What follows belongs to an exercise in optimizing a design on an open flow for small area; a production flow would make more cautious choices. Only simulation tests tie the RTL to the original design; equivalence was not proved. Power figures rest on the tool's default switching activity, not on a simulated workload.

==> inputs of build 72 <==
==> flow/design.v <==
module outCPLD (
    input              pclk_50M,
    input        [1:8] outP,
    input       [1:28] out,
    output logic [1:8] eoutP,
    output logic [1:28] eout
);
  localparam logic [22:0] DONE  = 23'h14dd03;
  localparam logic [22:0] DMASK = 23'h3ffff9;
  logic [22:0] cnt1;
  logic [22:0] cnt2;
  logic [22:0] cnt3;
  logic [22:0] cnt4;
  logic [22:0] cnt5;
  logic [22:0] cnt6;
  logic [22:0] cnt7;
  logic [22:0] cnt8;
  always_ff @(posedge pclk_50M) begin
    cnt1 <= outP[1] ? {~cnt1[21:0], ~(cnt1[20] ^ cnt1[22])} : '1;
    cnt2 <= outP[2] ? {~cnt2[21:0], ~(cnt2[20] ^ cnt2[22])} : '1;
    cnt3 <= outP[3] ? {~cnt3[21:0], ~(cnt3[20] ^ cnt3[22])} : '1;
    cnt4 <= outP[4] ? {~cnt4[21:0], ~(cnt4[20] ^ cnt4[22])} : '1;
    cnt5 <= outP[5] ? {~cnt5[21:0], ~(cnt5[20] ^ cnt5[22])} : '1;
    cnt6 <= outP[6] ? {~cnt6[21:0], ~(cnt6[20] ^ cnt6[22])} : '1;
    cnt7 <= outP[7] ? {~cnt7[21:0], ~(cnt7[20] ^ cnt7[22])} : '1;
    cnt8 <= outP[8] ? {~cnt8[21:0], ~(cnt8[20] ^ cnt8[22])} : '1;
    eoutP[1] <= outP[1] & (eoutP[1] | ((cnt1 & DMASK) == (DONE & DMASK)));
    eoutP[2] <= outP[2] & (eoutP[2] | ((cnt2 & DMASK) == (DONE & DMASK)));
    eoutP[3] <= outP[3] & (eoutP[3] | ((cnt3 & DMASK) == (DONE & DMASK)));
    eoutP[4] <= outP[4] & (eoutP[4] | ((cnt4 & DMASK) == (DONE & DMASK)));
    eoutP[5] <= outP[5] & (eoutP[5] | ((cnt5 & DMASK) == (DONE & DMASK)));
    eoutP[6] <= outP[6] & (eoutP[6] | ((cnt6 & DMASK) == (DONE & DMASK)));
    eoutP[7] <= outP[7] & (eoutP[7] | ((cnt7 & DMASK) == (DONE & DMASK)));
    eoutP[8] <= outP[8] & (eoutP[8] | ((cnt8 & DMASK) == (DONE & DMASK)));
  end
  wire m_1_2 = ~outP[1];
  wire m_1_3 = m_1_2 & ~(outP[2] & out[1]);
  wire m_1_4 = m_1_3 & ~(outP[3] & out[2]);
  wire m_1_5 = m_1_4 & ~(outP[4] & out[4]);
  wire m_1_6 = m_1_5 & ~(outP[5] & out[7]);
  wire m_1_7 = m_1_6 & ~(outP[6] & out[11]);
  wire m_1_8 = m_1_7 & ~(outP[7] & out[16]);
  wire m_2_1 = ~outP[2];
  wire m_2_3 = m_2_1 & ~(outP[1] & out[1]);
  wire m_2_4 = m_2_3 & ~(outP[3] & out[3]);
  wire m_2_5 = m_2_4 & ~(outP[4] & out[5]);
  wire m_2_6 = m_2_5 & ~(outP[5] & out[8]);
  wire m_2_7 = m_2_6 & ~(outP[6] & out[12]);
  wire m_2_8 = m_2_7 & ~(outP[7] & out[17]);
  wire m_3_1 = ~outP[3];
  wire m_3_2 = m_3_1 & ~(outP[1] & out[2]);
  wire m_3_4 = m_3_2 & ~(outP[2] & out[3]);
  wire m_3_5 = m_3_4 & ~(outP[4] & out[6]);
  wire m_3_6 = m_3_5 & ~(outP[5] & out[9]);
  wire m_3_7 = m_3_6 & ~(outP[6] & out[13]);
  wire m_3_8 = m_3_7 & ~(outP[7] & out[18]);
  wire m_4_1 = ~outP[4];
  wire m_4_2 = m_4_1 & ~(outP[1] & out[4]);
  wire m_4_3 = m_4_2 & ~(outP[2] & out[5]);
  wire m_4_5 = m_4_3 & ~(outP[3] & out[6]);
  wire m_4_6 = m_4_5 & ~(outP[5] & out[10]);
  wire m_4_7 = m_4_6 & ~(outP[6] & out[14]);
  wire m_4_8 = m_4_7 & ~(outP[7] & out[19]);
  wire m_5_1 = ~outP[5];
  wire m_5_2 = m_5_1 & ~(outP[1] & out[7]);
  wire m_5_3 = m_5_2 & ~(outP[2] & out[8]);
  wire m_5_4 = m_5_3 & ~(outP[3] & out[9]);
  wire m_5_6 = m_5_4 & ~(outP[4] & out[10]);
  wire m_5_7 = m_5_6 & ~(outP[6] & out[15]);
  wire m_5_8 = m_5_7 & ~(outP[7] & out[20]);
  wire m_6_1 = ~outP[6];
  wire m_6_2 = m_6_1 & ~(outP[1] & out[11]);
  wire m_6_3 = m_6_2 & ~(outP[2] & out[12]);
  wire m_6_4 = m_6_3 & ~(outP[3] & out[13]);
  wire m_6_5 = m_6_4 & ~(outP[4] & out[14]);
  wire m_6_7 = m_6_5 & ~(outP[5] & out[15]);
  wire m_6_8 = m_6_7 & ~(outP[7] & out[21]);
  wire m_7_1 = ~outP[7];
  wire m_7_2 = m_7_1 & ~(outP[1] & out[16]);
  wire m_7_3 = m_7_2 & ~(outP[2] & out[17]);
  wire m_7_4 = m_7_3 & ~(outP[3] & out[18]);
  wire m_7_5 = m_7_4 & ~(outP[4] & out[19]);
  wire m_7_6 = m_7_5 & ~(outP[5] & out[20]);
  wire m_7_8 = m_7_6 & ~(outP[6] & out[21]);
  wire m_8_1 = ~outP[8];
  wire m_8_2 = m_8_1 & ~(outP[1] & out[22]);
  wire m_8_3 = m_8_2 & ~(outP[2] & out[23]);
  wire m_8_4 = m_8_3 & ~(outP[3] & out[24]);
  wire m_8_5 = m_8_4 & ~(outP[4] & out[25]);
  wire m_8_6 = m_8_5 & ~(outP[5] & out[26]);
  wire m_8_7 = m_8_6 & ~(outP[6] & out[27]);
  always_ff @(posedge pclk_50M) begin
    eout[1] <= (outP[2] & out[1] & m_1_2) | (outP[1] & out[1] & m_2_1);
    eout[2] <= (outP[3] & out[2] & m_1_3) | (outP[1] & out[2] & m_3_1);
    eout[3] <= (outP[3] & out[3] & m_2_3) | (outP[2] & out[3] & m_3_2);
    eout[4] <= (outP[4] & out[4] & m_1_4) | (outP[1] & out[4] & m_4_1);
    eout[5] <= (outP[4] & out[5] & m_2_4) | (outP[2] & out[5] & m_4_2);
    eout[6] <= (outP[4] & out[6] & m_3_4) | (outP[3] & out[6] & m_4_3);
    eout[7] <= (outP[5] & out[7] & m_1_5) | (outP[1] & out[7] & m_5_1);
    eout[8] <= (outP[5] & out[8] & m_2_5) | (outP[2] & out[8] & m_5_2);
    eout[9] <= (outP[5] & out[9] & m_3_5) | (outP[3] & out[9] & m_5_3);
    eout[10] <= (outP[5] & out[10] & m_4_5) | (outP[4] & out[10] & m_5_4);
    eout[11] <= (outP[6] & out[11] & m_1_6) | (outP[1] & out[11] & m_6_1);
    eout[12] <= (outP[6] & out[12] & m_2_6) | (outP[2] & out[12] & m_6_2);
    eout[13] <= (outP[6] & out[13] & m_3_6) | (outP[3] & out[13] & m_6_3);
    eout[14] <= (outP[6] & out[14] & m_4_6) | (outP[4] & out[14] & m_6_4);
    eout[15] <= (outP[6] & out[15] & m_5_6) | (outP[5] & out[15] & m_6_5);
    eout[16] <= (outP[7] & out[16] & m_1_7) | (outP[1] & out[16] & m_7_1);
    eout[17] <= (outP[7] & out[17] & m_2_7) | (outP[2] & out[17] & m_7_2);
    eout[18] <= (outP[7] & out[18] & m_3_7) | (outP[3] & out[18] & m_7_3);
    eout[19] <= (outP[7] & out[19] & m_4_7) | (outP[4] & out[19] & m_7_4);
    eout[20] <= (outP[7] & out[20] & m_5_7) | (outP[5] & out[20] & m_7_5);
    eout[21] <= (outP[7] & out[21] & m_6_7) | (outP[6] & out[21] & m_7_6);
    eout[22] <= (outP[8] & out[22] & m_1_8) | (outP[1] & out[22] & m_8_1);
    eout[23] <= (outP[8] & out[23] & m_2_8) | (outP[2] & out[23] & m_8_2);
    eout[24] <= (outP[8] & out[24] & m_3_8) | (outP[3] & out[24] & m_8_3);
    eout[25] <= (outP[8] & out[25] & m_4_8) | (outP[4] & out[25] & m_8_4);
    eout[26] <= (outP[8] & out[26] & m_5_8) | (outP[5] & out[26] & m_8_5);
    eout[27] <= (outP[8] & out[27] & m_6_8) | (outP[6] & out[27] & m_8_6);
    eout[28] <= (outP[8] & out[28] & m_7_8) | (outP[7] & out[28] & m_8_7);
  end
endmodule
==> flow/flow/run.sh <==
#!/bin/bash
# Own layout flow: the standard ORFS flow (standard.sh) with three changes.
#  1. After the standard synthesis, the combinational gates between the
#     flip-flops are re-mapped by ABC with an area-oriented script
#     (flow/resyn.ys.in); the flip-flops keep their cells, instance names and
#     nets. Logs: resyn.log, orfs/results/.../resyn_stat.txt.
#  2. Port buffers inserted at global placement are sky130_fd_sc_hd__buf_1.
#  3. Clock tree synthesis uses no dummy loads.
set -euo pipefail
here=$(pwd)
res=$here/orfs/results/$FLOW_PLATFORM/outCPLD/base
lib=$FLOW_HOME/platforms/$FLOW_PLATFORM/lib/sky130_fd_sc_hd__tt_025C_1v80.lib

export BUFFER_PORTS_ARGS="-buffer_cell sky130_fd_sc_hd__buf_1"
export CTS_ARGS="-sink_clustering_enable -repair_clock_nets -sink_clustering_size 20 -sink_clustering_max_diameter 60 -buf_list {sky130_fd_sc_hd__clkbuf_2 sky130_fd_sc_hd__clkbuf_4 sky130_fd_sc_hd__clkbuf_8} -dont_use_dummy_load"

bash standard.sh synth > standard_synth.log 2>&1

# the dont-use list the standard synthesis gave ABC
dontuse=$(grep -o -- '-dont_use [^ ]*' $here/orfs/logs/$FLOW_PLATFORM/outCPLD/base/1_2_yosys.log | sort -u | tr '\n' ' ')
cp $res/1_2_yosys.v $res/1_2_yosys_standard.v
sed -e "s|@LIB@|$lib|g" -e "s|@IN@|$res/1_2_yosys_standard.v|g" -e "s|@OUT@|$res/1_2_yosys.v|g" \
    -e "s|@OUTDIR@|$res|g" -e "s|@TOP@|$FLOW_TOP|g" -e "s|@DONTUSE@|$dontuse|g" \
    -e "s|@ABC@|+\&get,-n;\&st;\&dch,-f;\&nf,-R,1000;\&put|g" \
    flow/resyn.ys.in > resyn.ys
yosys -s resyn.ys > resyn.log 2>&1
rm -f $res/1_synth.odb $res/1_synth.sdc

bash standard.sh finish > standard_finish.log 2>&1
==> flow/flow/resyn.ys.in <==
# Re-map the combinational logic of the standard synthesis netlist for area.
# The flip-flops are kept as they are (same cells, instance names and nets);
# only the gates between them are re-mapped by ABC with another script.
read_liberty -ignore_miss_func @LIB@
read_verilog @IN@
hierarchy -top @TOP@
setattr -mod -set keep_hierarchy 1 sky130_fd_sc_hd__dfxtp_1
flatten
delete t:$scopeinfo
rename -hide w:*.*
opt_clean
abc -liberty @LIB@ @DONTUSE@ -script "@ABC@"
splitnets
opt_clean -purge
hilomap -singleton -hicell sky130_fd_sc_hd__conb_1 HI -locell sky130_fd_sc_hd__conb_1 LO
insbuf -buf sky130_fd_sc_hd__buf_1 A X
tee -o @OUTDIR@/resyn_stat.txt stat -liberty @LIB@
select @TOP@
write_verilog -noattr -noexpr -nohex -nodec -selected @OUT@
design -reset
read_liberty -lib -ignore_miss_func @LIB@
read_verilog @OUT@
hierarchy -top @TOP@
tee -o @OUTDIR@/resyn_check.txt check -assert -mapped
==> flow/standard.sh <==
#!/bin/bash
# synth_recipe.tcl (not shown) runs the flow's synth.tcl, then flattens the netlist and writes it again
# the make line also repeats each setting of config.mk as NAME=value (left out here)
make -C /OpenROAD-flow-scripts/flow DESIGN_CONFIG=/design/flow/config.mk WORK_HOME=/design/flow/orfs CLKGATE_MAP_FILE= SYNTH_SCRIPT=/design/flow/synth_recipe.tcl "${@:-finish}"
==> flow/config.mk <==
export PLATFORM = sky130hd
export DESIGN_NAME = outCPLD
export DESIGN_NICKNAME = outCPLD
export VERILOG_FILES = /design/flow/design.v
export SDC_FILE = /design/flow/constraint.sdc
export NUM_CORES = 4
export LEC_CHECK = 0
export CAP_MARGIN = 20
export CORE_MARGIN = 2
export CORE_UTILIZATION = 60
export GPL_TIMING_DRIVEN = 0
export SLEW_MARGIN = 20
==> flow/constraint.sdc <==
create_clock -name core_clock -period 5.0 [get_ports {pclk_50M}]
set_input_delay 1.0000 -clock core_clock [delete_from_list [all_inputs] [get_ports {pclk_50M}]]
set_output_delay 1.0000 -clock core_clock [all_outputs]
set_load 0.01 [all_outputs]
==> trial 49 (differences from build 72) <==
--- a/flow/config.mk
+++ b/flow/config.mk
@@ -8,5 +8,6 @@
 export CAP_MARGIN = 20
 export CORE_MARGIN = 2
-export CORE_UTILIZATION = 60
+export CORE_UTILIZATION = 70
+export GPL_ROUTABILITY_DRIVEN = 0
 export GPL_TIMING_DRIVEN = 0
 export SLEW_MARGIN = 20
==> build 88 (differences from build 72) <==
==> flow/flow/run.sh (replaced) <==
#!/bin/bash
# Own layout flow: the standard ORFS flow with
#  - port buffers inserted by global placement made sky130_fd_sc_hd__buf_1,
#  - clock tree synthesis without dummy loads.
set -euo pipefail
export BUFFER_PORTS_ARGS="-buffer_cell sky130_fd_sc_hd__buf_1"
export CTS_ARGS="-sink_clustering_enable -repair_clock_nets -sink_clustering_size 20 -sink_clustering_max_diameter 60 -buf_list {sky130_fd_sc_hd__clkbuf_2 sky130_fd_sc_hd__clkbuf_4 sky130_fd_sc_hd__clkbuf_8} -dont_use_dummy_load"
bash standard.sh finish > standard_finish.log 2>&1
--- a/flow/config.mk
+++ b/flow/config.mk
@@ -9,4 +9,6 @@
 export CORE_MARGIN = 2
 export CORE_UTILIZATION = 60
-export GPL_TIMING_DRIVEN = 0
+export CTS_BUF_LIST = sky130_fd_sc_hd__clkbuf_2 sky130_fd_sc_hd__clkbuf_4 sky130_fd_sc_hd__clkbuf_8
+export CTS_CLUSTER_DIAMETER = 60
+export CTS_CLUSTER_SIZE = 20
 export SLEW_MARGIN = 20
removed: flow/flow/resyn.ys.in
==> summary of the runs <==
- Build 88 completed without violations. Trial 49 finished clean. Build 72 ran to the end with no violations.
- The highest hold slack belongs to trial 49, the lowest to build 88.
- Non-clock buffer count: build 72 is lower than build 88 (6).
- Between trial 49 and build 88, the lower via count is in trial 49 (gap about 0.7%, measured against build 88).
- In build 88 the clock power is higher than in trial 49, by about 4.5%.
- Between trial 49 and build 88, the lower combinational power is in trial 49 (gap about 8%, measured against build 88).
- Power: build 88 > trial 49 > build 72.

## what the ideal ports hide
The flow's constraints put no driver on any port. The routed layouts listed below were extracted and timed again, unchanged, in two steps.
Step 1 sets driving cells, clkbuf_16 on the clock port and buf_2 on the other inputs (assumed; they add their load-dependent delay and slew).
Step 2 moves the port delays by t, midway between the first and last clock arrival at a register: inputs arrive t later, outputs are due t later. That takes back most of the time a late clock gives input paths.
a / b / c = no drivers / after step 1 / after step 2; a / b = the first two.
| run | t (ns) | setup slack, ns | latest minus earliest clock arrival (ns) |
|---|---|---|---|
| build 72 | 0.498 | 2.856 / 2.871 / 2.372 | 0.023 / 0.023 |
| trial 49 | 0.498 | 2.865 / 2.878 / 2.380 | 0.030 / 0.030 |
| build 88 | 0.491 | 2.906 / 2.915 / 2.431 | 0.056 / 0.056 |
After both steps every run listed still meets setup and hold. The setup slack of trial 49, which loses most, moves by +0.013 ns with the drivers and by -0.485 ns with both steps.
